From an optimization exercise on the open Yosys and OpenROAD flow, aimed at small area, a short achievable clock period and few clock cycles; shortcuts taken in it are not production practice. Function was checked by simulation only, so behaviour that the tests miss may differ from the original. Power figures rest on the tool's default switching activity, not on a simulated workload.

==> design/flow/design.v <==
module fastadd #(parameter N = 8)
(input [N-1:0] x, y,
input ci,
output [N-1:0] s);
reg [N:0] G, P;
integer i, d;
always @(*) begin
	G[0] = ci;
	P[0] = 1'b0;
	for (i = 0; i < N; i = i + 1) begin
		G[i+1] = x[i] & y[i];
		P[i+1] = x[i] ^ y[i];
	end
	for (d = 1; d <= N; d = d * 2)
		for (i = N; i >= d; i = i - 1) begin
			G[i] = G[i] | (P[i] & G[i-d]);
			P[i] = P[i] & P[i-d];
		end
end
assign s = x ^ y ^ G[N-1:0];
endmodule
module alu8
(input [7:0] x, y,
input ci, ce,
input [3:0] t,
output [7:0] s);
reg [8:0] G, P;
integer i, d;
always @(*) begin
	G[0] = ci;
	P[0] = 1'b0;
	for (i = 0; i < 8; i = i + 1) begin
		G[i+1] = ce & x[i] & y[i];
		P[i+1] = ce & (x[i] | y[i]);
	end
	for (d = 1; d <= 8; d = d * 2)
		for (i = 8; i >= d; i = i - 1) begin
			G[i] = G[i] | (P[i] & G[i-d]);
			P[i] = P[i] & P[i-d];
		end
end
reg [7:0] f;
always @(*)
	for (i = 0; i < 8; i = i + 1)
		f[i] = t[{y[i], x[i]}];
assign s = f ^ G[7:0];
endmodule
module reltarget(input [5:0] pc,
input d,
input [2:0] o,
output [5:0] t);
wire [5:0] fwd = pc + {3'b000, o};
wire [5:0] back = pc - {3'b000, o};
assign t = d ? back : fwd;
endmodule
module my_cpu(input clk, reset,
output [5:0] address,
output memWr,
output [7:0] writedata,
input [7:0] readdata, IN,
output [7:0] OUT,
output halt
);
reg [5:0] pc;
reg [7:0] a;
reg [7:0] outr;
reg [7:0] ir;       
reg       ev;       
reg       xz, xinv, cin, ce, land, lor;   
reg [7:0] rsel;     
reg [7:0] rf [0:7];
reg       haltr;
reg       s_ldi, s_jmp, s_rel, s_ldm, s_stm, s_dld, s_dst;
wire s_d   = s_dld | s_dst;
wire fetch = ~(s_ldi | s_jmp | s_rel | s_ldm | s_stm | s_d | haltr);
assign address   = pc;
assign memWr     = s_dst;
assign writedata = a;
assign OUT       = outr;
assign halt      = haltr;
wire [3:0] eh = ir[7:4];
reg  [7:0] rv;
integer k;
always @(*) begin
	rv = 8'd0;
	for (k = 0; k < 8; k = k + 1)
		rv = rv | ({8{rsel[k]}} & rf[k]);
end
wire e_lda = ev & (eh == 4'h1);
wire e_sta = ev & (eh == 4'h2);
wire e_and = ev & (eh == 4'hA);
wire e_or  = ev & (eh == 4'hB);
wire e_add = ev & (eh == 4'hC);
wire e_sub = ev & (eh == 4'hD);
wire e_e   = ev & (eh == 4'hE) & ~ir[3] & ~(ir[2] & ir[1]);
wire e_not = e_e & (ir[2:0] == 3'd0);
wire e_inc = e_e & (ir[2:0] == 3'd1);
wire e_dec = e_e & (ir[2:0] == 3'd2);
wire e_shl = e_e & (ir[2:0] == 3'd3);
wire e_shr = e_e & (ir[2:0] == 3'd4);
wire e_ror = e_e & (ir[2:0] == 3'd5);
wire e_in  = ev & (ir == 8'hF0);
wire e_out = ev & (ir == 8'hF1);
wire e_aw = e_lda | e_and | e_or | e_add | e_sub | e_e | e_in;
wire       e_alu = e_lda | e_and | e_or | e_add | e_sub | e_not | e_inc | e_dec;
wire [7:0] x = (a & {8{~xz}}) ^ {8{xinv}};
wire [7:0] alu;
wire [3:0] tt = land ? 4'b1000 : lor ? 4'b1110 : (xinv & ce) ? 4'b1001 : 4'b0110;
alu8 alu0(x, rv, cin, ce, tt, alu);
wire       a_mem = s_ldi | s_dld;
wire       a_hold = ~(e_aw | a_mem);
wire [7:0] ares = ({8{e_alu}} & alu)
                | ({8{e_shl}} & {a[6:0], 1'b0})
                | ({8{e_shr}} & {1'b0, a[7:1]})
                | ({8{e_ror}} & {a[0], a[7:1]})
                | ({8{e_in}} & IN)
                | ({8{a_mem}} & readdata)
                | ({8{a_hold}} & a);
always @(posedge clk)
	for (k = 0; k < 8; k = k + 1)
		if (e_sta & rsel[k])
			rf[k] <= a;
wire az = (a == 8'd0);
function take;
	input [7:0] op;
	input z, n;
	case (op[7:4])
		4'h7:    take = z;
		4'h8:    take = ~z;
		4'h9:    take = ~n & ((op[3:0] != 4'd0) | ~z);
		default: take = 1'b1;
	endcase
endfunction
wire [3:0] fh = readdata[7:4];
wire       flo0 = (readdata[3:0] == 4'd0);
wire       f_br = (fh[3:2] == 2'b01 & fh[1]) | (fh[3:2] == 2'b10 & ~fh[1]);
wire f_ldm  = (readdata == 8'h30);
wire f_stm  = (readdata == 8'h40);
wire f_ldi  = (readdata == 8'h50);
wire f_halt = (readdata == 8'hF2);
wire f_e    = ~f_br & ~f_ldm & ~f_stm & ~f_ldi & ~f_halt;
wire f_add  = (fh == 4'hC);
wire f_sub  = (fh == 4'hD);
wire f_inc  = (readdata == 8'hE1);
wire f_dec  = (readdata == 8'hE2);
wire f_not  = (readdata == 8'hE0);
wire f_reg  = (fh == 4'h1) | (fh == 4'h2) | (fh[3:2] == 2'b10 & fh[1]) | (fh[3:2] == 2'b11 & ~fh[1]);
wire       j_take = take(ir, az, a[7]);
wire [5:0] pc1 = pc + 6'd1;
wire [5:0] pcrel;
reltarget rel(pc, ir[3], ir[2:0], pcrel);
wire p_inc  = fetch | s_ldi | (s_jmp & ~j_take);
wire p_rd   = (s_jmp & j_take) | s_ldm | s_stm;
wire p_rel  = s_rel & j_take;
wire p_hold = haltr | (s_rel & ~j_take);
wire [5:0] pcn = ({6{p_inc}} & pc1)
               | ({6{p_rel}} & pcrel)
               | ({6{p_rd}} & readdata[5:0])
               | ({6{s_d}} & ir[5:0])
               | ({6{p_hold}} & pc);
always @(posedge clk) begin
	if (s_ldm | s_stm)
		ir <= {2'b00, pc1};
	else
		ir <= readdata;
	rsel <= f_reg ? (8'd1 << readdata[2:0]) : 8'd0;
	xz   <= (fh == 4'h1);
	xinv <= f_sub | f_dec | f_not;
	cin  <= f_inc | f_dec;
	ce   <= f_add | f_sub | f_inc | f_dec;
	land <= (fh == 4'hA);
	lor  <= (fh == 4'hB);
	if (reset) begin
		pc <= 6'd0;
		a <= 8'd0;
		outr <= 8'd0;
		ev <= 1'b0;
		haltr <= 1'b0;
		s_ldi <= 1'b0; s_jmp <= 1'b0; s_rel <= 1'b0; s_ldm <= 1'b0; s_stm <= 1'b0;
		s_dld <= 1'b0; s_dst <= 1'b0;
	end else begin
		a <= ares;
		pc <= pcn;
		if (e_out) outr <= a;
		ev    <= fetch & f_e;
		haltr <= haltr | (fetch & f_halt);
		s_ldi <= fetch & f_ldi;
		s_ldm <= fetch & f_ldm;
		s_stm <= fetch & f_stm;
		s_jmp <= fetch & f_br & flo0;
		s_rel <= fetch & f_br & ~flo0;
		s_dld <= s_ldm;
		s_dst <= s_stm;
	end
end
endmodule
==> design/flow/flow/run.sh <==
#!/bin/bash
# Standard layout, but with plain buffers on the ports instead of the
# delay-cell buffers buffer_ports picks by default.
set -euo pipefail
export BUFFER_PORTS_ARGS="-buffer_cell sky130_fd_sc_hd__buf_1"
bash standard.sh > standard.log 2>&1
==> design/flow/standard.sh <==
#!/bin/bash
# synth_recipe.tcl (not shown) runs the flow's synth.tcl, then flattens the netlist and writes it again
# the make line also repeats each setting of config.mk as NAME=value (left out here)
make -C /OpenROAD-flow-scripts/flow DESIGN_CONFIG=/design/flow/config.mk WORK_HOME=/design/flow/orfs CLKGATE_MAP_FILE= SYNTH_SCRIPT=/design/flow/synth_recipe.tcl "${@:-finish}"
==> design/flow/config.mk <==
export PLATFORM = sky130hd
export DESIGN_NAME = my_cpu
export DESIGN_NICKNAME = my_cpu
export VERILOG_FILES = /design/flow/design.v
export SDC_FILE = /design/flow/constraint.sdc
export NUM_CORES = 4
export LEC_CHECK = 0
export CAP_MARGIN = 20
export CORE_MARGIN = 2
export CORE_UTILIZATION = 40
export CTS_BUF_LIST = sky130_fd_sc_hd__clkbuf_8
export CTS_CLUSTER_SIZE = 40
export SETUP_SLACK_MARGIN = 2.8
export SLEW_MARGIN = 20
export SYNTH_HIERARCHICAL = 1
export SYNTH_MINIMUM_KEEP_SIZE = 0
==> design/flow/constraint.sdc <==
create_clock -name core_clock -period 5.0 [get_ports {clk}]
set_input_delay 1.0000 -clock core_clock [delete_from_list [all_inputs] [get_ports {clk}]]
set_output_delay 1.0000 -clock core_clock [all_outputs]
set_load 0.01 [all_outputs]
==> results of run 1 <==
## worst reg2reg max path: stages, from the launching register on
cell	delay [ns]
dfxtp_4	0.39
a22oi_2	0.18
nand4_1	0.27
maj3_2	0.44
a22oi_2	0.18
a21oi_2	0.11
a31oi_2	0.21
xnor2_1	0.10
a22oi_1	0.16
a31oi_1	0.10
## how the worst max path moves through the flow
stage	startpoint	end	slack [ns]
after floorplan	xinv	a[6]	2.85
after global placement	a[5]	a[6]	2.49
after detailed placement	a[5]	a[6]	2.39
after CTS	rsel[5]	a[6]	2.67
after global routing	rf[5][0]	a[7]	2.59
final	rsel[5]	a[7]	2.72
## cell type report
| type | count | area [um2] |
|---|---|---|
| flip-flops and latches | 117 | 3040 |
| fillers | 1265 | 7270 |
| multi-input cells | 343 | 2650 |
| inverters | 10 | 40.0 |
| repair buffers | 56 | 262 |
| clock buffers | 17 | 234 |
| well taps | 180 | 225 |
| clock inverters | 15 | 153 |
## synth_stat cells (all sizes together), types with 3 or more instances
| cell | n |
|---|---|
| nand3 | 12 |
| xor2 | 6 |
| nor2 | 36 |
| a21oi | 19 |
| nor3 | 12 |
| a31o | 3 |
| o21ai | 8 |
| clkbuf | 17 |
| xnor2 | 19 |
| dfxtp | 53 |
| and2 | 11 |
| nand2b | 19 |
| or2 | 7 |
| mux4 | 8 |
| a32oi | 6 |
| edfxtp | 64 |
| buf | 8 |
| nand2 | 29 |
| ha | 8 |
| nand4 | 8 |
| a31oi | 14 |
| a22oi | 62 |
| a211oi | 3 |
| mux2i | 11 |
| inv | 10 |
| nor4 | 5 |
| nor2b | 6 |
## cell families after synthesis
group	share of synthesized area, %
multiplexers	5.23
AO/OA/AOI/OAI	16.9
adder cells (fa/ha/maj)	2.52
AND/OR/NAND/NOR	14.9
buffers and inverters	3.86
XOR/XNOR	3.99
flip-flops	52.6
## flip-flops by register name, indices dropped and copies added, names as in the netlist, 6 cells and up
| name | count |
|---|---|
| ir | 8 |
| outr | 8 |
| rsel | 8 |
| rf | 64 |
| pc | 6 |
| a | 8 |
## per-layer routing
layer,global-route usage [%],up-vias,part of all wire [%]
li1,-,2005,-
met1,28.2,2155,44
met4,7.24,0,2.0
met5,0,-,0
met3,4.94,30,6.4
met2,31.5,201,47
## what timing repair did
item                       4_1_cts  5_1_grt
setup endpoints to repair       86       23
setup buffers                    1       13
gates resized for setup         30       43
pin swaps                        5       32
## stage by stage
step	hold slack (ns)	total power [W]	setup slack [ns]	area (um2)
floorplan	0.453	0.00124	2.85	5670
global placement	0.468	0.00130	2.49	5870
detailed placement	0.471	0.00130	2.39	5870
CTS	0.483	0.00216	2.67	6350
global route	0.497	0.00224	2.59	6610
finish	0.481	0.00217	2.72	6610
## modules after synthesis (local to each module, per instance)
module     cells  copies in the design
alu8          51                     1
reltarget     34                     1
my_cpu       411                     1
## report_power, final
group	switching [W]	internal, W
Clock	0.000413	0.000444
Combinational	0.000136	0.000111
Sequential	0.0000454	0.00102
==> impl_metrics.env, run 1 <==
export IMPL_status="timing/DRC/antenna clean"
export IMPL_ctsLongestPathBuffers=2
export IMPL_peakVddDrop_mv=0.179
export IMPL_h_tree_depth=4
export IMPL_grt_pass1_wl_um=23200
export IMPL_num_vias=4391
export IMPL_path_class="reg2reg"
export IMPL_min_from="s_ldm"
export IMPL_coreArea_mm2=0.0139
export IMPL_min_to="s_dld"
export IMPL_synthCells=496
export IMPL_grt_overflow=0
export IMPL_final_nets=572
export IMPL_firstDrtPassIters=6
export IMPL_avgSynthCellArea_um2=11.4
export IMPL_hold_buffers=0
export IMPL_root_buffer="clkbuf_8"
export IMPL_critPathMaxStageDelay_ns=0.44
export IMPL_io_pins=42
export IMPL_post_place_cells=692
export IMPL_crit_family="compound AO/OA/AOI/OAI gates"
export IMPL_worstSkewPairLatency_ns=0.45
export IMPL_final_util_pct=47.6
export IMPL_cts_tree="done"
export IMPL_crit_buf_inv=0
export IMPL_final_cell_mix="edfxtp_1, a22oi_1, buf_1, nor2_1, dfxtp_1"
export IMPL_ys_types=71
export IMPL_end_kind="register"
export IMPL_ys_seq_area_share_pct=52.6
export IMPL_ff2ff_path_depth=9
export IMPL_hold_viol_final=0
export IMPL_tightestPinTransition_ns=0.675
export IMPL_synthFlopType="edfxtp_1"
export IMPL_antenna_found_initial=0
export IMPL_grt_pass1_vias=4173
export IMPL_die_h_um=123
export IMPL_drive_gt1_share_pct=23.5
export IMPL_hpwl_um=9970
export IMPL_postRouteAntennaNets=0
export IMPL_cp_num_cells=9
export IMPL_yosysWarnings=9
export IMPL_gp_congestion=0.877
export IMPL_grt_max_degree=28
export IMPL_finalCritPeriodShare_pct=45.5
export IMPL_fmax_mhz=439
export IMPL_critPathLaunchType="register"
export IMPL_ys_async_sr_fraction_pct=0
export IMPL_dieArea_mm2=0.0151
export IMPL_rsz0062_at_grt="true"
export IMPL_start_util_pct=40.8
export IMPL_cts_made_buffers=17
export IMPL_yosysTopAreaCell="edfxtp_1"
export IMPL_skew_ns=0.0138
export IMPL_hp_class="reg2reg"
export IMPL_cp_required_ns=5.32
export IMPL_synth_top_area_share_pct=33.9
export IMPL_fp_dieW_um=123
export IMPL_rows=43
export IMPL_routed_via_density=5.95
export IMPL_fin_tns_setup_ns=0
export IMPL_syn_nets=523
export IMPL_crit_top_cell="a22oi_2"
export IMPL_final_max_slew_viol_count=0
export IMPL_slew_limit_headroom_pct=55.0
export IMPL_critPathArrivalTime_ns=2.60
export IMPL_crit_path_max_fanout=8
export IMPL_power_density_mw_per_mm2=329
export IMPL_cts_sinks=117
export IMPL_syn_area_mm2=0.00567
export IMPL_worstPathCellList="a22oi_2 > nand4_1 > maj3_2 > a22oi_2 > a21oi_2 > a31oi_2 > xnor2_1 > a22oi_1 > a31oi_1"
export IMPL_reg2reg_to="a[7]"
export IMPL_port_buffers=41
export IMPL_power_leakage_nw=2.30
export IMPL_drc=0
export IMPL_synthTopCellsByArea="edfxtp_1, dfxtp_1, a22oi_1"
export IMPL_area_growth_syn_to_layout_pct=16.6
export IMPL_drv_cap=0
export IMPL_reg2reg_setup_slack_ns=2.72
export IMPL_grtUsageTotal_pct=20.4
export IMPL_cp_slowest_cell="maj3_2"
export IMPL_final_common_cell="edfxtp_1"
export IMPL_wl_per_cell_um=20.6
export IMPL_clk_pin_slew_ns=0.08
export IMPL_holdPathStages=1
export IMPL_r2r_start="rsel[5]"
export IMPL_antenna_cells=0
export IMPL_ys_seq_elements=117
export IMPL_drt_iter0_drc=542
export IMPL_min_period_ns=2.28
export IMPL_finalSetupViolCount=0
export IMPL_layoutNonFillerInstCount=738
export IMPL_wl_um=15200
export IMPL_synth_edf_count=64
Testbench counts, summed over its fixed seeds: cycles 27,699.
==> run 2: changes to the inputs <==
--- a/design/flow/config.mk
+++ b/design/flow/config.mk
@@ -14,3 +14,4 @@
 export SLEW_MARGIN = 20
 export SYNTH_HIERARCHICAL = 1
 export SYNTH_MINIMUM_KEEP_SIZE = 0
+export TNS_END_PERCENT = 10
==> run 2 against run 1 <==
  * Still clean
  * Cell area increased by 0.95%
  * Synthesized cell count unchanged
  * Setup slack better by 0.073 ns
  * First-iteration DRC count shrank 9.0%
  * Cell count increased by 0.41%
  * Via count is 0.55% higher
  * Critical path depth shrank 8
  * Total power grew 0.33%
  * Clock-buffer cell count unchanged
  * Sequential power about the same
  * Critical path type is now reg2out
  * Largest cell class unchanged
  * Largest power group unchanged
  * Highest routed layer unchanged
==> impl_metrics.env, run 2 <==
export IMPL_grt_max_degree=28
export IMPL_worstSkewPairLatency_ns=0.45
export IMPL_antenna_cells=0
export IMPL_p_int_w=0.00158
export IMPL_firstDrtPassIters=5
export IMPL_end_kind="output pin"
export IMPL_wl_per_cell_um=20.6
export IMPL_r2r_start="rsel[5]"
export IMPL_crit_family="flip-flops"
export IMPL_fmax_mhz=454
export IMPL_synthCells=496
export IMPL_drive_gt1_share_pct=24.6
export IMPL_reg2reg_to="a[6]"
export IMPL_cp_required_ns=4.00
export IMPL_worstSetupStartpoint="a[2]"
export IMPL_dieArea_mm2=0.0151
export IMPL_start_util_pct=40.8
export IMPL_grt_pass1_vias=4178
export IMPL_hpwl_um=9970
export IMPL_drc=0
export IMPL_yosysTopAreaCell="edfxtp_1"
export IMPL_ff2ff_path_depth=10
export IMPL_synth_edf_count=64
export IMPL_port_buffers=41
export IMPL_status="timing/DRC/antenna clean"
export IMPL_final_common_cell="edfxtp_1"
export IMPL_cts_tree="done"
export IMPL_power_leakage_nw=2.33
export IMPL_reg2reg_setup_slack_ns=2.82
export IMPL_num_vias=4415
export IMPL_regMostFlops="rf"
export IMPL_regArea_mm2=0.00304
export IMPL_antenna_found_initial=0
export IMPL_ys_seq_elements=117
export IMPL_h_tree_depth=4
export IMPL_crit_path_max_fanout=15
export IMPL_avgSynthCellArea_um2=11.4
export IMPL_rows=43
export IMPL_grtUsageTotal_pct=20.4
export IMPL_critPathMaxStageDelay_ns=0.56
export IMPL_hold_buffers=0
export IMPL_wl_um=15300
export IMPL_gp_congestion=0.877
export IMPL_finalSetupViolCount=0
export IMPL_synthFlopType="edfxtp_1"
export IMPL_area_growth_syn_to_layout_pct=17.7
export IMPL_critPathLaunchType="register"
export IMPL_p_comb_share_pct=11.5
export IMPL_path_class="reg2out"
export IMPL_power_switching_w=0.000597
export IMPL_coreArea_mm2=0.0139
export IMPL_fin_hold_ws_ns=0.488
export IMPL_postRouteAntennaNets=0
export IMPL_yosysWarnings=9
export IMPL_cts_made_buffers=17
export IMPL_critPathArrivalTime_ns=1.20
export IMPL_ctsLongestPathBuffers=2
export IMPL_cp_slowest_cell="dfxtp_2"
export IMPL_multiInputGateArea_mm2=0.00270
export IMPL_synth_common_cells="edfxtp_1, a22oi_1, dfxtp_1"
export IMPL_endpoint="writedata[2]"
export IMPL_fp_dieW_um=123
export IMPL_rsz0062_at_grt="true"
export IMPL_skew_ns=0.0143
export IMPL_io_pins=42
export IMPL_routed_via_density=5.96
export IMPL_min_period_ns=2.20
export IMPL_grt_overflow=0
export IMPL_crit_buf_inv=1
export IMPL_worstPathCellList="buf_1"
export IMPL_peakVddDrop_mv=0.183
export IMPL_yosysMostFrequentCell="edfxtp_1"
export IMPL_clk_pin_slew_ns=0.07
export IMPL_hold_viol_final=0
export IMPL_final_cell_mix="edfxtp_1, a22oi_1, buf_1, nor2_1, dfxtp_1"
export IMPL_nFillCells=1251
export IMPL_syn_nets=523
export IMPL_die_h_um=123
export IMPL_cp_num_cells=1
export IMPL_largest_reg_flops=64
export IMPL_final_max_slew_viol_count=0
export IMPL_syn_area_mm2=0.00567
export IMPL_finalCritPeriodShare_pct=44.1
export IMPL_root_buffer="clkbuf_8"
export IMPL_pwr_share_seq_pct=49.1
export IMPL_drv_cap=0
export IMPL_power_switching_share_pct=27.4
export IMPL_ys_async_sr_fraction_pct=0
export IMPL_tightestPinTransition_ns=0.694
export IMPL_grt_pass1_wl_um=23100
export IMPL_fin_tns_setup_ns=0
export IMPL_ys_seq_area_share_pct=52.6
export IMPL_final_nets=575
export IMPL_synthTopCellsByArea="edfxtp_1, dfxtp_1, a22oi_1"
export IMPL_hp_class="reg2reg"
export IMPL_ys_types=71
export IMPL_cts_sinks=117
export IMPL_slew_limit_headroom_pct=53.7
export IMPL_clkPwrFrac_pct=39.3
export IMPL_drt_iter0_drc=493
export IMPL_power_density_mw_per_mm2=327
export IMPL_synth_top_area_share_pct=33.9
## run 2: cell counts after synthesis
Identical to the previous run, type by type.
## run 2: metrics by stage
step	setup WS (ns)	total power (W)	cell area (um2)	util (%)	std cells
floorplan	2.85	0.00124	5670	-	496
global placement	2.49	0.00130	5870	42.3	692
CTS	2.63	0.00216	6340	45.7	725
detailed placement	2.39	0.00130	5870	42.3	692
finish	2.80	0.00218	6670	48.1	741
global route	2.72	0.00225	6670	48.1	741
## run 2: power by group through the flow
stage	registers [W]	logic, W	clock network (W)
final	0.00107	0.000251	0.000858
after CTS	0.00107	0.000216	0.000868
after floorplan	0.00107	0.000170	0
after global placement	0.00109	0.000209	0
after detailed placement	0.00109	0.000210	0
after global routing	0.00107	0.000274	0.000904
## run 2: layer usage
layer / GRT usage [%] / vias up / share of wire, %
met5: 0 / - / 0
met4: 7.24 / 0 / 2.7
met3: 4.94 / 38 / 5.9
met2: 31.4 / 188 / 47
met1: 28.1 / 2180 / 44
li1: - / 2009 / -
## run 2: worst min path at each step
stage / startpoint / to / slack (ns) / cells past startpoint
floorplan: s_ldm / s_dld / 0.45 / 1
global placement: s_ldm / s_dld / 0.47 / 1
detailed placement: s_ldm / s_dld / 0.47 / 1
CTS: s_ldm / s_dld / 0.48 / 1
global route: s_ldm / s_dld / 0.50 / 1
finish: s_ldm / s_dld / 0.49 / 1
## run 2: layout make-up
| type | count | area share [%] |
|---|---|---|
| multi-input combinational | 343 | 40.4 |
| clock inverter | 15 | 2.29 |
| inverter | 10 | 0.562 |
| timing repair buffer | 59 | 4.31 |
| sequential | 117 | 45.6 |
| tap | 180 | 3.37 |
| clock buffer | 17 | 3.51 |
## run 2: worst register-to-register path: stages (launching register included)
cell      delay [ns]
dfxtp_4         0.39
a22oi_2         0.22
nand4_1         0.12
buf_4           0.18
a21oi_4         0.13
o21ai_2         0.09
maj3_2          0.32
a211oi_2        0.23
xnor2_1         0.11
a22oi_1         0.17
a31oi_1         0.10
## run 2: cell families after synthesis
group	Yosys count	synth area share [%]
AO/OA/AOI/OAI	129	16.9
XOR/XNOR	25	3.99
adder cells (fa/ha/maj)	11	2.52
buffers and inverters	36	3.86
flip-flops	117	52.6
multiplexers	19	5.23
AND/OR/NAND/NOR	159	14.9
## run 2: per-module statistics from Yosys, one instance, submodules excluded
module,area (um2),flops+latches,times used,cells
my_cpu,4900,117,1,411
alu8,492,0,1,51
reltarget,280,0,1,34
## run 2: repair_timing
action,CTS,global route
pin swaps,5,30
endpoints found under the setup margin,86,24
buffers inserted,1,16
resized for setup,27,53
==> run 3: changes to the inputs <==
==> design/flow/flow/run.sh (replaced) <==
#!/bin/bash
# Standard layout, with two changes: plain buffers on the ports instead of the
# delay-cell buffers buffer_ports picks by default, and a clock tree of
# clkbuf_8 cells with larger sink clusters and no dummy loads.
set -euo pipefail
export BUFFER_PORTS_ARGS="-buffer_cell sky130_fd_sc_hd__buf_1"
export CTS_ARGS="-sink_clustering_enable -repair_clock_nets -buf_list sky130_fd_sc_hd__clkbuf_8 -dont_use_dummy_load -sink_clustering_size 30 -sink_clustering_max_diameter 80"
bash standard.sh > standard.log 2>&1
--- a/design/flow/config.mk
+++ b/design/flow/config.mk
@@ -8,8 +8,6 @@
 export CAP_MARGIN = 20
 export CORE_MARGIN = 2
 export CORE_UTILIZATION = 40
-export CTS_BUF_LIST = sky130_fd_sc_hd__clkbuf_8
-export CTS_CLUSTER_SIZE = 40
 export SETUP_SLACK_MARGIN = 2.8
 export SLEW_MARGIN = 20
 export SYNTH_HIERARCHICAL = 1
==> run 3 against run 2 <==
  * Still clean
  * Wire length is 3.7% lower
  * Sequential share of layout area is 2.0 points higher
  * Cell area is 4.8% lower
  * Register-to-register slack worse by 0.07 ns
  * Critical path depth is 6 higher
  * Critical path type is now reg2reg
  * Critical endpoint is now a[6]
  * Largest power group unchanged
  * Highest routed layer unchanged
==> impl_metrics.env, run 3 <==
export IMPL_power_leakage_nw=2.21
export IMPL_pwr_share_seq_pct=56.0
export IMPL_grt_max_degree=28
export IMPL_finalSetupViolCount=0
export IMPL_antenna_found_initial=0
export IMPL_clk_pin_slew_ns=0.05
export IMPL_area_growth_syn_to_layout_pct=12.1
export IMPL_synthTopCellsByArea="edfxtp_1, dfxtp_1, a22oi_1"
export IMPL_final_common_cell="edfxtp_1"
export IMPL_worstPathCellList="nand2_1 > nor2_1 > nor2_2 > mux4_4 > xnor2_1 > a22oi_1 > a31oi_1"
export IMPL_drive_gt1_share_pct=19.0
export IMPL_cts_sinks=117
export IMPL_cts_tree="done"
export IMPL_drt_iter0_drc=420
export IMPL_grtUsageTotal_pct=20.0
export IMPL_hold_viol_final=0
export IMPL_port_buffers=41
export IMPL_slew_limit_headroom_pct=54.6
export IMPL_io_pins=42
export IMPL_yosysMostFrequentCell="edfxtp_1"
export IMPL_grt_util_met2_pct=31.0
export IMPL_clkPwrFrac_pct=31.8
export IMPL_ys_seq_area_share_pct=52.6
export IMPL_grt_pass1_vias=4032
export IMPL_end_kind="register"
export IMPL_design_area_mm2=0.00635
export IMPL_min_from="s_ldm"
export IMPL_cp_required_ns=5.29
export IMPL_dieArea_mm2=0.0151
export IMPL_power_density_mw_per_mm2=302
export IMPL_status="timing/DRC/antenna clean"
export IMPL_ys_async_sr_fraction_pct=0
export IMPL_ff2ff_path_depth=7
export IMPL_fin_tns_setup_ns=0
export IMPL_finalCritPeriodShare_pct=45.0
export IMPL_critPathArrivalTime_ns=2.54
export IMPL_hp_class="reg2reg"
export IMPL_largest_reg_flops=64
export IMPL_place_area_mm2=0.00587
export IMPL_synth_top_area_share_pct=33.9
export IMPL_rsz0062_at_grt="true"
export IMPL_die_h_um=123
export IMPL_synthFlopType="edfxtp_1"
export IMPL_rows=43
export IMPL_final_nets=566
export IMPL_final_cell_mix="edfxtp_1, a22oi_1, buf_1, nor2_1, dfxtp_1"
export IMPL_crit_path_max_fanout=16
export IMPL_grt_pass1_wl_um=22600
export IMPL_yosysWarnings=9
export IMPL_syn_nets=523
export IMPL_hpwl_um=9970
export IMPL_critPathMaxStageDelay_ns=0.63
export IMPL_regMostFlops="rf"
export IMPL_cts_made_buffers=17
export IMPL_drv_cap=0
export IMPL_root_buffer="clkbuf_8"
export IMPL_ctsLongestPathBuffers=2
export IMPL_path_class="reg2reg"
export IMPL_reg2reg_setup_slack_ns=2.75
export IMPL_antenna_cells=0
export IMPL_syn_area_mm2=0.00567
export IMPL_critPathLaunchType="register"
export IMPL_avgSynthCellArea_um2=11.4
export IMPL_drc=0
export IMPL_num_vias=4244
export IMPL_postRouteAntennaNets=0
export IMPL_power_switching_share_pct=25.4
export IMPL_peakVddDrop_mv=0.171
export IMPL_reg2reg_to="a[6]"
export IMPL_start_util_pct=40.8
export IMPL_firstDrtPassIters=6
export IMPL_min_period_ns=2.25
export IMPL_wl_per_cell_um=20.5
export IMPL_final_max_slew_viol_count=0
export IMPL_tightestPinTransition_ns=0.675
export IMPL_r2r_start="xinv"
export IMPL_skew_ns=0.0281
export IMPL_holdPathStages=1
export IMPL_coreArea_mm2=0.0139
export IMPL_h_tree_depth=4
export IMPL_wl_um=14700
export IMPL_met3_usage_pct=4.66
export IMPL_min_to="s_dld"
export IMPL_synth_edf_count=64
export IMPL_p_int_w=0.00143
export IMPL_synth_common_cells="edfxtp_1, a22oi_1, dfxtp_1"
export IMPL_ys_seq_elements=117
export IMPL_cp_slowest_cell="mux4_4"
export IMPL_yosysTopAreaCell="edfxtp_1"
export IMPL_worstSkewPairLatency_ns=0.43
export IMPL_routed_via_density=5.92
export IMPL_power_switching_w=0.000488
export IMPL_ys_types=71
export IMPL_p_comb_share_pct=12.1
export IMPL_gp_congestion=0.877
export IMPL_grt_busiest_layer="met2"
export IMPL_grt_overflow=0
export IMPL_synthCells=496
export IMPL_met1_usage_pct=27.8
export IMPL_fp_dieW_um=123
export IMPL_fmax_mhz=444
[run 3: cell type report]
type	count	area (um2)
Fill cell	1293	7530
Sequential cell	117	3020
Multi-Input combinational cell	343	2610
Clock buffer	17	234
Tap cell	180	225
Timing Repair Buffer	50	219
Inverter	10	37.5
[run 3: Yosys stat by module (local to each module, per instance)]
| module | flops+latches | area (um2) |
|---|---|---|
| my_cpu | 117 | 4900 |
| alu8 | 0 | 492 |
| reltarget | 0 | 280 |
[run 3: worst max path at each step]
stage	start	end	slack, ns	cells past startpoint
6_report	xinv	a[6]	2.75	7
5_1_grt	xinv	a[6]	2.63	7
4_1_cts	a[7]	writedata[7]	2.66	1
3_5_place_dp	a[5]	a[6]	2.39	9
3_3_place_gp	a[5]	a[6]	2.49	9
2_1_floorplan	xinv	a[6]	2.85	8
[run 3: metal layers]
layer | routed length (um) | up-vias
li1 | - | 1972
met2 | 6930 | 161
met5 | 0 | -
met4 | 260 | 0
met1 | 6670 | 2090
met3 | 856 | 21
[run 3: repair_timing]
item	4_1_cts	5_1_grt
setup buffers	1	7
pin swaps	5	20
hold buffers	0	0
setup endpoints to repair	86	21
gates resized for setup	27	26
[run 3: kinds of logic after synthesis]
family          after synthesis  share of synthesized area [%]
buf+inv                      36                           3.86
mux                          19                           5.23
flops                       117                           52.6
fa+ha+maj                    11                           2.52
compound gates              129                           16.9
xor+xnor                     25                           3.99
simple gates                159                           14.9
[run 3: through the flow]
step                std cells  total power, W  setup WS [ns]  util [%]  hold slack, ns
floorplan                 496         0.00124           2.85         -           0.453
global placement          692         0.00130           2.49      42.3           0.468
detailed placement        692         0.00130           2.39      42.3           0.471
CTS                       710         0.00191           2.66      44.6           0.481
global route              717         0.00199           2.63      45.8           0.494
finish                    717         0.00192           2.75      45.8           0.485
[run 3: power by group through the flow]
stage	clock network [W]	logic, W	registers (W)
6_report	0.000610	0.000233	0.00107
5_1_grt	0.000653	0.000256	0.00108
4_1_cts	0.000622	0.000216	0.00107
3_5_place_dp	0	0.000210	0.00109
3_3_place_gp	0	0.000209	0.00109
2_1_floorplan	0	0.000170	0.00107
[run 3: worst max-delay path, delay by kind of cell, from the launching register on]
family          cells  cell delay, ns
xor+xnor            1            0.16
flops               1            0.60
compound gates      2            0.26
mux                 1            0.63
simple gates        3            0.47
==> run 4: changes to the inputs <==
--- a/design/flow/design.v
+++ b/design/flow/design.v
@@ -44,14 +44,6 @@
 	for (i = 0; i < 8; i = i + 1)
 		f[i] = t[{y[i], x[i]}];
 assign s = f ^ G[7:0];
-endmodule
-module reltarget(input [5:0] pc,
-input d,
-input [2:0] o,
-output [5:0] t);
-wire [5:0] fwd = pc + {3'b000, o};
-wire [5:0] back = pc - {3'b000, o};
-assign t = d ? back : fwd;
 endmodule
 module my_cpu(input clk, reset,
 output [5:0] address,
@@ -148,7 +140,7 @@
 wire       j_take = take(ir, az, a[7]);
 wire [5:0] pc1 = pc + 6'd1;
 wire [5:0] pcrel;
-reltarget rel(pc, ir[3], ir[2:0], pcrel);
+fastadd #(6) reladd(pc, {{3{ir[3]}}, ir[2:0] ^ {3{ir[3]}}}, ir[3], pcrel);
 wire p_inc  = fetch | s_ldi | (s_jmp & ~j_take);
 wire p_rd   = (s_jmp & j_take) | s_ldm | s_stm;
 wire p_rel  = s_rel & j_take;
==> run 4 against run 3 <==
  * Total power decreased by 0.74%
  * Wire length increased by 2.4%
  * Sequential share of layout area decreased by 0.42 points
  * Clock-buffer cell count unchanged
  * Cell area increased by 1.3%
  * Clock skew increased by 0.0013 ns
  * Area after synthesis decreased by 0.18%
  * Sequential cell count unchanged
  * Register-to-register slack improved by 0.03 ns
  * Synthesized cell count increased by 1.6%
  * Critical path depth increased by 2
  * Largest cell class unchanged
  * Highest routed layer unchanged
==> impl_metrics.env, run 4 <==
export IMPL_layoutNonFillerInstCount=729
export IMPL_final_common_cell="edfxtp_1"
export IMPL_final_cell_mix="edfxtp_1, buf_1, a22oi_1, nor2_1, nand2_1"
export IMPL_cts_tree="done"
export IMPL_syn_area_mm2=0.00566
export IMPL_fp_dieW_um=123
export IMPL_postRouteAntennaNets=0
export IMPL_hold_viol_final=0
export IMPL_drc=0
export IMPL_end_kind="register"
export IMPL_peakVddDrop_mv=0.160
export IMPL_syn_nets=530
export IMPL_tightestPinTransition_ns=0.918
export IMPL_final_nets=577
export IMPL_antenna_found_initial=0
export IMPL_drive_gt1_share_pct=18.6
export IMPL_drv_cap=0
export IMPL_gp_congestion=0.845
export IMPL_cts_made_buffers=17
export IMPL_grtUsageTotal_pct=20.9
export IMPL_hpwl_um=10300
export IMPL_h_tree_depth=4
export IMPL_crit_path_max_fanout=15
export IMPL_ctsLongestPathBuffers=2
export IMPL_wl_per_cell_um=20.7
export IMPL_clk_pin_slew_ns=0.05
export IMPL_min_period_ns=2.22
export IMPL_grt_pass1_vias=4114
export IMPL_routed_via_density=5.78
export IMPL_critPathLaunchType="register"
export IMPL_worstPathCellList="or2b_1 > xnor2_2 > a22oi_1 > a21oi_1 > and3_1 > a211oi_2 > xnor2_1 > nand2_1 > a31oi_1"
export IMPL_synth_top_area_share_pct=34.0
export IMPL_critPathArrivalTime_ns=2.54
export IMPL_grt_pass1_wl_um=23300
export IMPL_port_buffers=41
export IMPL_finalSetupViolCount=0
export IMPL_synthFlopType="edfxtp_1"
export IMPL_dieArea_mm2=0.0151
export IMPL_ys_async_sr_fraction_pct=0
export IMPL_drt_iter0_drc=302
export IMPL_cp_required_ns=5.32
export IMPL_grt_overflow=0
export IMPL_regArea_mm2=0.00304
export IMPL_skew_ns=0.0295
export IMPL_synthCells=504
export IMPL_cts_sinks=117
export IMPL_rows=43
export IMPL_ys_types=72
export IMPL_regMostFlops="rf"
export IMPL_critPathMaxStageDelay_ns=0.46
export IMPL_status="timing/DRC/antenna clean"
export IMPL_grt_max_degree=28
export IMPL_num_vias=4217
export IMPL_slew_limit_headroom_pct=38.3
export IMPL_wl_um=15100
export IMPL_yosysMostFrequentCell="edfxtp_1"
export IMPL_path_class="reg2reg"
export IMPL_avgSynthCellArea_um2=11.2
export IMPL_finalCritPeriodShare_pct=44.4
export IMPL_yosysWarnings=10
export IMPL_die_h_um=123
export IMPL_antenna_cells=0
export IMPL_synthTopCellsByArea="edfxtp_1, dfxtp_1, a22oi_1"
export IMPL_multiInputGateArea_mm2=0.00264
export IMPL_power_leakage_nw=2.16
export IMPL_power_density_mw_per_mm2=296
export IMPL_synth_common_cells="edfxtp_1, dfxtp_1, a22oi_1"
export IMPL_io_pins=42
export IMPL_ys_seq_elements=117
export IMPL_rsz0062_at_grt="true"
export IMPL_fin_tns_setup_ns=0
export IMPL_ys_seq_area_share_pct=52.7
export IMPL_worstSkewPairLatency_ns=0.42
export IMPL_largest_reg_flops=64
export IMPL_final_max_slew_viol_count=0
export IMPL_hp_class="reg2reg"
export IMPL_fmax_mhz=450
export IMPL_area_growth_syn_to_layout_pct=13.7
export IMPL_coreArea_mm2=0.0138
export IMPL_post_place_cells=701
export IMPL_synth_edf_count=64
export IMPL_start_util_pct=40.9
export IMPL_nFillCells=1280
export IMPL_firstDrtPassIters=5
export IMPL_root_buffer="clkbuf_8"
export IMPL_yosysTopAreaCell="edfxtp_1"
export IMPL_cp_slowest_cell="dfxtp_4"
-- run 4: cell count changes after synthesis, moves of 4 or more --
cell	change
or2b_1	+7
nor2_1	+4
a22oi_1	-20
clkbuf_1	+5
buf_6	-4
buf_2	+5
nand3_1	-7
a221oi_1	+10
a32oi_1	-6
a22o_1	+6
nand2b_1	-9
nand2_1	+9
-- run 4: critical path: cells and delay by family (launching register included) --
kind	cells	cell delay, ns
XOR/XNOR	2	0.47
AND/OR/NAND/NOR	3	0.57
flip-flops	1	0.46
AO/OA/AOI/OAI	4	0.64
-- run 4: cells by family after synthesis --
group,after synthesis,synth area share [%]
flops,117,52.7
fa+ha+maj,10,2.30
mux,16,4.71
simple gates,166,16.3
xor+xnor,28,4.47
compound gates,129,16.8
buf+inv,38,2.70
-- run 4: final timing paths --
path / startpoint / to / slack [ns] / cells past startpoint
max: a[1] / a[6] / 2.78 / 9
min: s_stm / s_dst / 0.49 / 1
max reg2reg: a[1] / a[6] / 2.78 / 9
min reg2reg: s_stm / s_dst / 0.49 / 1
-- run 4: Yosys stat by module (local to each module, per instance), excerpt --
module | copies in the design | cells | cell area (um2) | flip-flops and latches
alu8 | 1 | 51 | 492 | 0
my_cpu | 1 | 421 | 4920 | 117
-- run 4: cell type report --
| type | instances | share of cell area, % |
|---|---|---|
| sequential | 117 | 47.2 |
| multi-input combinational | 349 | 41.1 |
| timing repair buffer | 53 | 3.85 |
| clock buffer | 17 | 3.64 |
| tap | 180 | 3.50 |
| inverter | 13 | 0.758 |
-- run 4: through the flow --
stage / hold slack, ns / setup WS, ns / area (um2) / power (W) / util (%)
after floorplan: 0.453 / 2.84 / 5660 / 0.00123 / -
after global placement: 0.473 / 2.43 / 5940 / 0.00129 / 43.0
after detailed placement: 0.473 / 2.37 / 5940 / 0.00130 / 43.0
after CTS: 0.487 / 2.75 / 6390 / 0.00191 / 46.2
after global routing: 0.502 / 2.64 / 6430 / 0.00198 / 46.5
final: 0.490 / 2.78 / 6430 / 0.00190 / 46.5
-- run 4: layer usage --
metal / part of all wire, % / global-route usage, % / wire length, um / vias to the layer above
met2: 50 / 34.8 / 7590 / 127
met3: 4.5 / 3.83 / 683 / 23
met5: 0 / 0 / 0 / -
met4: 2.4 / 7.18 / 360 / 0
met1: 43 / 27.4 / 6450 / 2067
li1: - / - / - / 2000
-- run 4: where the power goes --
part           internal, W  switching [W]
clock network     0.000298       0.000304
logic             0.000109       0.000131
registers          0.00102      0.0000385
-- run 4: repair_timing --
item,in CTS,in global routing
hold buffers,0,0
buffers inserted,9,2
pin swaps,8,1
endpoints found under the setup margin,63,79
gates resized for setup,49,4
Testbench counts of run 4, summed over its fixed seeds: cycles 27,699.
==> run 5: changes to the inputs <==
==> design/flow/flow/run.sh (replaced) <==
#!/bin/bash
# Standard layout, with two changes: plain buffers on the ports instead of the
# delay-cell buffers buffer_ports picks by default, and a clock tree of
# clkbuf_8 cells with no dummy loads.
set -euo pipefail
export BUFFER_PORTS_ARGS="-buffer_cell sky130_fd_sc_hd__buf_1"
export CTS_ARGS="-sink_clustering_enable -repair_clock_nets -buf_list sky130_fd_sc_hd__clkbuf_8 -dont_use_dummy_load -sink_clustering_size 30 -sink_clustering_max_diameter 80"
bash standard.sh > standard.log 2>&1
--- a/design/flow/config.mk
+++ b/design/flow/config.mk
@@ -12,4 +12,4 @@
 export SLEW_MARGIN = 20
 export SYNTH_HIERARCHICAL = 1
 export SYNTH_MINIMUM_KEEP_SIZE = 0
-export TNS_END_PERCENT = 10
+export TNS_END_PERCENT = 0
==> run 5 against run 4 <==
  * Largest power group unchanged
  * Clock skew up 0.0010 ns
  * Clock-buffer cell count unchanged
  * Cell area down 1.0%
  * Sequential power about the same
  * First-iteration DRC count down 8.3%
  * Sequential share of layout area up 0.30 points
  * Critical path type unchanged
  * Area after synthesis unchanged
==> impl_metrics.env, run 5 <==
export IMPL_peakVddDrop_mv=0.160
export IMPL_tightestPinTransition_ns=0.889
export IMPL_io_pins=42
export IMPL_ys_seq_area_share_pct=52.7
export IMPL_syn_nets=530
export IMPL_largest_reg_flops=64
export IMPL_drive_gt1_share_pct=17.0
export IMPL_h_tree_depth=4
export IMPL_regMostFlops="rf"
export IMPL_firstDrtPassIters=5
export IMPL_grt_overflow=0
export IMPL_gp_congestion=0.845
export IMPL_port_buffers=41
export IMPL_worstSkewPairLatency_ns=0.42
export IMPL_hold_viol_final=0
export IMPL_ys_seq_elements=117
export IMPL_clk_pin_slew_ns=0.05
export IMPL_fmax_mhz=436
export IMPL_cp_required_ns=5.27
export IMPL_worstPathCellList="inv_2 > ha_1 > ha_1 > o21ai_0 > o21bai_1 > a21oi_1 > xnor2_1 > a221oi_1 > a31oi_1"
export IMPL_dieArea_mm2=0.0151
export IMPL_fp_dieW_um=123
export IMPL_end_kind="register"
export IMPL_status="timing/DRC/antenna clean"
export IMPL_root_buffer="clkbuf_8"
export IMPL_power_switching_share_pct=24.9
export IMPL_fin_tns_setup_ns=0
export IMPL_design_area_mm2=0.00637
export IMPL_syn_area_mm2=0.00566
export IMPL_yosysWarnings=10
export IMPL_ctsLongestPathBuffers=2
export IMPL_antenna_cells=0
export IMPL_skew_ns=0.0305
export IMPL_wl_per_cell_um=20.6
export IMPL_final_max_slew_viol_count=0
export IMPL_final_common_cell="edfxtp_1"
export IMPL_rsz0062_at_grt="true"
export IMPL_yosysTopAreaCell="edfxtp_1"
export IMPL_power_density_mw_per_mm2=297
export IMPL_finalCritPeriodShare_pct=45.9
export IMPL_final_nets=574
export IMPL_totalPowerFinal_w=0.00189
export IMPL_grt_pass1_vias=4101
export IMPL_hp_class="reg2reg"
export IMPL_min_period_ns=2.29
export IMPL_critPathMaxStageDelay_ns=0.39
export IMPL_synth_edf_count=64
export IMPL_ys_types=72
export IMPL_drt_iter0_drc=277
export IMPL_synthTopCellsByArea="edfxtp_1, dfxtp_1, a22oi_1"
export IMPL_grt_max_degree=28
export IMPL_wl_um=14900
export IMPL_cts_made_buffers=17
export IMPL_synthCells=504
export IMPL_critPathArrivalTime_ns=2.56
export IMPL_cts_tree="done"
export IMPL_clkPwrFrac_pct=31.8
export IMPL_synth_top_area_share_pct=34.0
export IMPL_pwr_share_seq_pct=56.1
export IMPL_fin_hold_ws_ns=0.489
export IMPL_grtUsageTotal_pct=20.6
export IMPL_finalSetupViolCount=0
export IMPL_num_vias=4186
export IMPL_routed_via_density=5.77
export IMPL_drv_cap=0
export IMPL_hpwl_um=10300
export IMPL_synthFlopType="edfxtp_1"
export IMPL_power_leakage_nw=2.14
export IMPL_place_area_mm2=0.00594
export IMPL_power_switching_w=0.000471
export IMPL_crit_family="compound AO/OA/AOI/OAI gates"
export IMPL_critPathLaunchType="register"
export IMPL_rows=43
export IMPL_final_cell_mix="edfxtp_1, a22oi_1, buf_1, nor2_1, nand2_1"
export IMPL_slew_limit_headroom_pct=40.3
export IMPL_coreArea_mm2=0.0138
export IMPL_crit_buf_inv=1
export IMPL_yosysMostFrequentCell="edfxtp_1"
export IMPL_cts_sinks=117
export IMPL_area_growth_syn_to_layout_pct=12.5
export IMPL_avgSynthCellArea_um2=11.2
export IMPL_crit_path_max_fanout=5
export IMPL_cp_slowest_cell="dfxtp_2"
export IMPL_drc=0
export IMPL_p_int_w=0.00142
export IMPL_start_util_pct=40.9
export IMPL_path_class="reg2reg"
export IMPL_synth_common_cells="edfxtp_1, dfxtp_1, a22oi_1"
export IMPL_postRouteAntennaNets=0
export IMPL_antenna_found_initial=0
export IMPL_crit_top_cell="ha_1"
export IMPL_ys_async_sr_fraction_pct=0
export IMPL_grt_pass1_wl_um=23000
export IMPL_die_h_um=123
export IMPL_p_comb_share_pct=12.1
-- run 5: layer usage --
| layer | vias to the layer above | GRT usage (%) | wire, um |
|---|---|---|---|
| li1 | 2000 | - | - |
| met1 | 2044 | 27.1 | 6530 |
| met2 | 121 | 34.2 | 7380 |
| met3 | 21 | 3.97 | 682 |
| met4 | 0 | 7.18 | 333 |
| met5 | - | 0 | 0 |
-- run 5: power groups by stage --
| stage | Clock, W | Sequential [W] | Combinational (W) |
|---|---|---|---|
| floorplan | 0 | 0.00107 | 0.000163 |
| global placement | 0 | 0.00108 | 0.000205 |
| detailed placement | 0 | 0.00108 | 0.000211 |
| CTS | 0.000614 | 0.00106 | 0.000220 |
| global route | 0.000657 | 0.00107 | 0.000246 |
| finish | 0.000602 | 0.00106 | 0.000228 |
-- run 5: cell families (layout without fill, tap and decap cells) --
logic type / after synthesis / after routing / synth area share [%]
fa+ha+maj: 10 / 10 / 2.30
mux: 16 / 16 / 4.71
flops: 117 / 117 / 52.7
buf+inv: 38 / 80 / 2.70
compound gates: 129 / 129 / 16.8
simple gates: 166 / 166 / 16.3
xor+xnor: 28 / 28 / 4.47
-- run 5: through the flow --
stage / util (%) / setup slack, ns / cells
floorplan: - / 2.84 / 504
global placement: 43.0 / 2.43 / 701
detailed placement: 43.0 / 2.37 / 701
CTS: 45.4 / 2.71 / 723
global route: 46.1 / 2.62 / 726
finish: 46.1 / 2.71 / 726
-- run 5: repair_timing --
action                                  4_1_cts  5_1_grt
gates cloned                                  0        0
pin swaps                                     3        5
hold buffers                                  0        0
buffers inserted                              5        3
gates resized for setup                      24       16
hold endpoints to repair                      0        0
endpoints found under the setup margin       63       81
-- run 5: final cells by class --
type / instances / area [um2]
Tap cell: 180 / 225
Clock buffer: 17 / 234
Inverter: 13 / 48.8
Sequential cell: 117 / 3020
Fill cell: 1281 / 7460
Timing Repair Buffer: 50 / 221
Multi-Input combinational cell: 349 / 2610
-- run 5: per-module statistics from Yosys, one instance, submodules excluded, a selection --
module | cell area [um2] | times used | flops+latches
alu8 | 492 | 1 | 0
my_cpu | 4920 | 1 | 117
-- run 5: path summary, 6_finish.rpt --
check / startpoint / endpoint / slack, ns / cells past startpoint
worst max-delay path: ir[2] / pc[4] / 2.71 / 9
worst min-delay path: s_stm / s_dst / 0.49 / 1
worst max register to register: ir[2] / pc[4] / 2.71 / 9
worst min register to register: s_stm / s_dst / 0.49 / 1
==> run 6: changes to the inputs <==
==> design/flow/flow/run.sh (replaced) <==
#!/bin/bash
# Standard layout, with two changes: plain buffers on the ports instead of the
# delay-cell buffers buffer_ports picks by default, and a clock tree of
# clkbuf_4 cells with larger sink clusters and no dummy loads.
set -euo pipefail
export BUFFER_PORTS_ARGS="-buffer_cell sky130_fd_sc_hd__buf_1"
export CTS_ARGS="-sink_clustering_enable -repair_clock_nets -buf_list sky130_fd_sc_hd__clkbuf_4 -dont_use_dummy_load -sink_clustering_size 30 -sink_clustering_max_diameter 80"
bash standard.sh > standard.log 2>&1
==> run 6 against run 5 <==
  * Still clean
  * Global-route usage grew 0.099 points
  * Die area did not move
  * Cell count is 0.14% lower
  * Worst hold slack gained 0.0029 ns
  * Critical path type unchanged
  * Largest cell class unchanged
  * Highest routed layer unchanged
==> impl_metrics.env, run 6 <==
export IMPL_drc=0
export IMPL_finalCritPeriodShare_pct=45.8
export IMPL_cts_tree="done"
export IMPL_min_from="s_stm"
export IMPL_critPathLaunchType="register"
export IMPL_synth_edf_count=64
export IMPL_worstSkewPairLatency_ns=0.51
export IMPL_grt_pass1_vias=4105
export IMPL_gp_congestion=0.845
export IMPL_clk_pin_slew_ns=0.08
export IMPL_synth_common_cells="edfxtp_1, dfxtp_1, a22oi_1"
export IMPL_finalSetupViolCount=0
export IMPL_cp_required_ns=5.41
export IMPL_peakVddDrop_mv=0.147
export IMPL_wl_um=14900
export IMPL_place_area_mm2=0.00594
export IMPL_r2r_start="ir[2]"
export IMPL_h_tree_depth=4
export IMPL_power_density_mw_per_mm2=277
export IMPL_rows=43
export IMPL_final_common_cell="edfxtp_1"
export IMPL_drv_cap=0
export IMPL_port_buffers=41
export IMPL_worstSetupStartpoint="ir[2]"
export IMPL_largest_reg_flops=64
export IMPL_holdPathStages=1
export IMPL_reg2reg_setup_slack_ns=2.71
export IMPL_critPathMaxStageDelay_ns=0.40
export IMPL_grt_overflow=0
export IMPL_yosysWarnings=10
export IMPL_p_comb_share_pct=13.2
export IMPL_final_cell_mix="edfxtp_1, a22oi_1, buf_1, nor2_1, nand2_1"
export IMPL_status="timing/DRC/antenna clean"
export IMPL_hpwl_um=10300
export IMPL_timing_final_ws_setup_ns=2.71
export IMPL_antenna_found_initial=1
export IMPL_area_growth_syn_to_layout_pct=10.4
export IMPL_yosysMostFrequentCell="edfxtp_1"
export IMPL_p_int_w=0.00128
export IMPL_power_switching_w=0.000452
export IMPL_fp_dieW_um=123
export IMPL_clkPwrFrac_pct=25.5
export IMPL_cp_slowest_cell="dfxtp_2"
export IMPL_reg2reg_to="pc[5]"
export IMPL_wl_per_cell_um=20.6
export IMPL_regMostFlops="rf"
export IMPL_ys_types=72
export IMPL_root_buffer="clkbuf_4"
export IMPL_routed_via_density=5.79
export IMPL_nFillCells=1296
export IMPL_preCtsSetupSlack_ns=2.37
export IMPL_ctsLongestPathBuffers=2
export IMPL_io_pins=42
export IMPL_power_switching_share_pct=26.2
export IMPL_coreArea_mm2=0.0138
export IMPL_drt_iter0_drc=321
export IMPL_num_vias=4196
export IMPL_crit_family="compound AO/OA/AOI/OAI gates"
export IMPL_hp_class="reg2reg"
export IMPL_ff2ff_path_depth=9
export IMPL_tightestPinTransition_ns=0.895
export IMPL_yosysTopAreaCell="edfxtp_1"
export IMPL_ys_seq_elements=117
export IMPL_cts_sinks=117
export IMPL_die_h_um=123
export IMPL_synthFlopType="edfxtp_1"
export IMPL_pwr_share_seq_pct=61.3
export IMPL_grt_max_degree=28
export IMPL_skew_ns=0.0447
export IMPL_start_util_pct=40.9
export IMPL_worstPathCellList="inv_2 > ha_1 > ha_1 > o21a_1 > o31a_1 > o32ai_2 > a311oi_2 > a221oi_1 > a31oi_1"
export IMPL_design_area_mm2=0.00625
export IMPL_fmax_mhz=437
export IMPL_ys_async_sr_fraction_pct=0
export IMPL_synth_top_area_share_pct=34.0
export IMPL_min_period_ns=2.29
export IMPL_power_leakage_nw=2.08
export IMPL_fin_tns_setup_ns=0
export IMPL_final_nets=572
export IMPL_fin_hold_ws_ns=0.492
export IMPL_syn_area_mm2=0.00566
export IMPL_avgSynthCellArea_um2=11.2
export IMPL_min_to="s_dst"
export IMPL_crit_path_max_fanout=5
export IMPL_rsz0062_at_grt="true"
export IMPL_dieArea_mm2=0.0151
export IMPL_synthCells=504
export IMPL_postRouteAntennaNets=0
export IMPL_final_max_slew_viol_count=0
export IMPL_grt_pass1_wl_um=23100
export IMPL_syn_nets=530
export IMPL_crit_buf_inv=1
export IMPL_cts_made_buffers=17
export IMPL_critPathArrivalTime_ns=2.70
export IMPL_grtUsageTotal_pct=20.7
export IMPL_synthTopCellsByArea="edfxtp_1, dfxtp_1, a22oi_1"
export IMPL_crit_top_cell="ha_1"
export IMPL_firstDrtPassIters=5
export IMPL_ys_seq_area_share_pct=52.7
export IMPL_drive_gt1_share_pct=17.1
export IMPL_hold_viol_final=0
export IMPL_path_class="reg2reg"
export IMPL_end_kind="register"
export IMPL_slew_limit_headroom_pct=39.8
[run 6: cell counts after synthesis]
Identical to the previous run, type by type.
[run 6: stage by stage]
step | instances | power [W] | utilization, %
finish | 725 | 0.00173 | 45.2
global route | 725 | 0.00180 | 45.2
CTS | 722 | 0.00173 | 44.6
detailed placement | 701 | 0.00130 | 43.0
global placement | 701 | 0.00129 | 43.0
floorplan | 504 | 0.00123 | -
[run 6: how the worst max path moves through the flow]
stage	endpoint	slack [ns]	cells past startpoint
5_1_grt	a[6]	2.58	9
6_report	pc[5]	2.71	9
4_1_cts	a[2]	2.70	6
3_3_place_gp	a[6]	2.43	9
2_1_floorplan	pc[5]	2.84	9
3_5_place_dp	a[6]	2.37	9
[run 6: cell families after synthesis]
| logic type | after synthesis | synth area share [%] |
|---|---|---|
| adder cells (fa/ha/maj) | 10 | 2.30 |
| XOR/XNOR | 28 | 4.47 |
| AO/OA/AOI/OAI | 129 | 16.8 |
| multiplexers | 16 | 4.71 |
| flip-flops | 117 | 52.7 |
| AND/OR/NAND/NOR | 166 | 16.3 |
| buffers and inverters | 38 | 2.70 |
[run 6: area by class of cell]
class,instances,area [um2],area share (%)
flip-flops and latches,117,3020,48.4
multi-input cells,349,2610,41.8
well taps,180,225,3.61
repair buffers,48,206,3.30
clock buffers,17,128,2.04
inverters,13,48.8,0.781
diodes,1,2.50,0.0401
[run 6: power groups by stage]
stage	Sequential (W)	Clock, W	Combinational [W]
floorplan	0.00107	0	0.000163
global placement	0.00108	0	0.000205
detailed placement	0.00108	0	0.000211
CTS	0.00106	0.000452	0.000219
global route	0.00106	0.000493	0.000244
finish	0.00106	0.000441	0.000228
[run 6: modules after synthesis (local to each module, per instance), excerpt]
module,times used,flip-flops and latches
alu8,1,0
my_cpu,1,117
[run 6: what timing repair did]
item,4_1_cts,5_1_grt
hold buffers,0,0
setup endpoints to repair,48,87
buffers inserted,4,2
gates resized for setup,25,16
pin swaps,5,4
[run 6: routing by layer]
metal | GRT usage (%) | vias up | share of wire (%)
met5 | 0 | - | 0
met4 | 6.32 | 0 | 2.4
met3 | 4.80 | 25 | 4.4
met2 | 34.2 | 131 | 49
met1 | 27.2 | 2042 | 44
li1 | - | 1998 | -
[run 6: worst register-to-register path, cell delays in order, from the launching register on]
cell and delay, ns:
dfxtp_2 0.40, inv_2 0.07, ha_1 0.32, ha_1 0.35, o21a_1 0.13, o31a_1 0.27, o32ai_2 0.12, a311oi_2 0.28
a221oi_1 0.13, a31oi_1 0.16
==> run 7: changes to the inputs <==
--- a/design/flow/config.mk
+++ b/design/flow/config.mk
@@ -12,4 +12,4 @@
 export SLEW_MARGIN = 20
 export SYNTH_HIERARCHICAL = 1
 export SYNTH_MINIMUM_KEEP_SIZE = 0
-export TNS_END_PERCENT = 0
+export TNS_END_PERCENT = 10
==> run 7 against run 6 <==
  * Wire length grew 1.0%
  * Clock power is essentially flat
  * Global-route usage grew 0.16 points
  * Highest routed layer unchanged
  * Total power grew 0.93%
  * Register-to-register slack gained 0.08 ns
  * Maximum frequency grew 3.6%
==> impl_metrics.env, run 7 <==
export IMPL_status="timing/DRC/antenna clean"
export IMPL_firstDrtPassIters=7
export IMPL_worstSetupStartpoint="ir[5]"
export IMPL_critPathLaunchType="register"
export IMPL_crit_buf_inv=0
export IMPL_yosysMostFrequentCell="edfxtp_1"
export IMPL_dieArea_mm2=0.0151
export IMPL_synth_top_area_share_pct=34.0
export IMPL_synthFlopType="edfxtp_1"
export IMPL_yosysTopAreaCell="edfxtp_1"
export IMPL_place_area_mm2=0.00594
export IMPL_cp_slowest_cell="nor4_2"
export IMPL_synth_common_cells="edfxtp_1, dfxtp_1, a22oi_1"
export IMPL_peakVddDrop_mv=0.144
export IMPL_finalCritPeriodShare_pct=44.2
export IMPL_ys_types=72
export IMPL_cts_tree="done"
export IMPL_die_h_um=123
export IMPL_synthTopCellsByArea="edfxtp_1, dfxtp_1, a22oi_1"
export IMPL_cts_sinks=117
export IMPL_final_max_slew_viol_count=0
export IMPL_routed_via_density=5.83
export IMPL_rsz0062_at_grt="true"
export IMPL_drv_cap=0
export IMPL_cp_required_ns=5.39
export IMPL_area_growth_syn_to_layout_pct=13.1
export IMPL_worstPathCellList="nand4_1 > nor4_2 > a22o_1 > a221oi_1 > a31oi_1"
export IMPL_grtUsageTotal_pct=20.9
export IMPL_rows=43
export IMPL_wl_per_cell_um=20.7
export IMPL_synth_edf_count=64
export IMPL_avgSynthCellArea_um2=11.2
export IMPL_critPathMaxStageDelay_ns=0.81
export IMPL_final_util_pct=46.3
export IMPL_fmax_mhz=453
export IMPL_start_util_pct=40.9
export IMPL_tightestPinTransition_ns=0.890
export IMPL_syn_area_mm2=0.00566
export IMPL_yosysWarnings=10
export IMPL_largest_reg_flops=64
export IMPL_drt_iter0_drc=283
export IMPL_final_common_cell="edfxtp_1"
export IMPL_syn_nets=530
export IMPL_fin_hold_ws_ns=0.497
export IMPL_h_tree_depth=4
export IMPL_gp_congestion=0.845
export IMPL_synthCells=504
export IMPL_skew_ns=0.0449
export IMPL_finalSetupViolCount=0
export IMPL_fin_tns_setup_ns=0
export IMPL_drc=0
export IMPL_clk_pin_slew_ns=0.08
export IMPL_grt_overflow=0
export IMPL_regMostFlops="rf"
export IMPL_drive_gt1_share_pct=19.7
export IMPL_final_cell_mix="edfxtp_1, buf_1, a22oi_1, nor2_1, nand2_1"
export IMPL_r2r_start="ir[5]"
export IMPL_fp_dieW_um=123
export IMPL_antenna_found_initial=1
export IMPL_num_vias=4257
export IMPL_hold_viol_final=0
export IMPL_end_kind="register"
export IMPL_path_class="reg2reg"
export IMPL_port_buffers=41
export IMPL_worstSkewPairLatency_ns=0.51
export IMPL_ctsLongestPathBuffers=2
export IMPL_io_pins=42
export IMPL_wl_um=15100
export IMPL_power_leakage_nw=2.12
export IMPL_ys_seq_area_share_pct=52.7
export IMPL_crit_family="simple AND/OR/NAND/NOR gates"
export IMPL_hpwl_um=10300
export IMPL_final_nets=577
export IMPL_ys_seq_elements=117
export IMPL_coreArea_mm2=0.0138
export IMPL_design_area_mm2=0.00640
export IMPL_hp_class="reg2reg"
export IMPL_cts_made_buffers=17
export IMPL_grt_pass1_vias=4124
export IMPL_power_density_mw_per_mm2=273
export IMPL_grt_max_degree=28
export IMPL_min_period_ns=2.21
export IMPL_root_buffer="clkbuf_4"
export IMPL_min_from="s_stm"
export IMPL_ys_async_sr_fraction_pct=0
export IMPL_slew_limit_headroom_pct=40.2
export IMPL_crit_path_max_fanout=9
export IMPL_postRouteAntennaNets=0
export IMPL_critPathArrivalTime_ns=2.60
export IMPL_grt_pass1_wl_um=23200
run 7: cell counts after synthesis:
Identical to the previous run, type by type.
run 7: path summary, 6_finish.rpt:
path / endpoint / depth (start not counted) / slack, ns
min reg2reg: s_dst / 1 / 0.50
min: s_dst / 1 / 0.50
max reg2reg: a[2] / 5 / 2.79
max: a[2] / 5 / 2.79
run 7: per-stage QoR:
step	setup WS, ns	total power, W	cells
after floorplan	2.84	0.00123	504
after global placement	2.43	0.00129	701
after detailed placement	2.37	0.00130	701
after CTS	2.70	0.00174	725
after global routing	2.67	0.00182	730
final	2.79	0.00175	730
run 7: final cells by class:
cell class	instances	area, um2
fillers	1291	7430
multi-input cells	349	2710
well taps	180	225
flip-flops and latches	117	3040
repair buffers	53	248
clock buffers	17	128
inverters	13	48.8
diodes	1	2.50
run 7: worst register-to-register path: stages (launching register included):
cell and delay, ns:
dfxtp_1 0.47, nand4_1 0.30, nor4_2 0.82, a22o_1 0.26
a221oi_1 0.05, a31oi_1 0.24
run 7: logic make-up after synthesis:
| logic type | Yosys count | synth area share [%] |
|---|---|---|
| AOI/OAI and AO/OA | 129 | 16.8 |
| xor gates and xnor gates | 28 | 4.47 |
| adders and majority gates | 10 | 2.30 |
| buffers and inverters | 38 | 2.70 |
| DFF | 117 | 52.7 |
| muxes | 16 | 4.71 |
| and+or+nand+nor | 166 | 16.3 |
run 7: modules after synthesis (local to each module, per instance), a selection:
module | flip-flops and latches | area [um2]
my_cpu | 117 | 4920
alu8 | 0 | 492
run 7: power breakdown:
group	total (W)	switching, W	internal, W
Combinational	0.000246	0.000134	0.000112
Sequential	0.00106	0.0000385	0.00102
Clock	0.000441	0.000286	0.000155
run 7: what timing repair did:
item / in CTS / in global routing
gates resized for setup: 48 / 17
endpoints found under the setup margin: 48 / 87
hold buffers: 0 / 0
buffers inserted: 7 / 4
pin swaps: 9 / 12
run 7: per-layer routing:
| metal | vias up | share of wire (%) | global-route usage (%) |
|---|---|---|---|
| li1 | 2008 | - | - |
| met1 | 2112 | 44 | 27.2 |
| met2 | 117 | 50 | 34.7 |
| met3 | 20 | 3.9 | 4.80 |
| met4 | 0 | 2.1 | 6.32 |
| met5 | - | 0 | 0 |

## static timing again, ports no longer ideal
No port has a modelled driver above. Below, the same layouts with a new extraction and two added sets of constraints.
Step 1: set_driving_cell puts a clkbuf_16 on clk and a buf_2 on each other input, an assumption about the parent block.
Step 2, shift: input delay + t, output delay - t, t = (earliest + latest rising clock arrival at the registers) / 2. This alone moves slack from input paths to output paths.
Three values: no drivers, after step 1, after step 2; two values: the first two.
run | shift t [ns] | setup WS [ns] | worst setup path at the end
run 1 | 0.479 | 2.723 / 2.723 / 2.611 | input to register
run 2 | 0.480 | 2.796 / 2.759 / 2.485 | input to register
run 3 | 0.456 | 2.749 / 2.749 / 2.449 | input to register
run 4 | 0.442 | 2.780 / 2.780 / 2.497 | input to register
run 5 | 0.442 | 2.707 / 2.707 / 2.506 | input to register
run 6 | 0.524 | 2.710 / 2.710 / 2.492 | input to register
run 7 | 0.524 | 2.790 / 2.790 / 2.482 | input to register
After both steps every run listed still meets setup and hold. The setup slack of run 2, which loses most, moves by -0.037 ns with the drivers and by -0.311 ns with both steps.
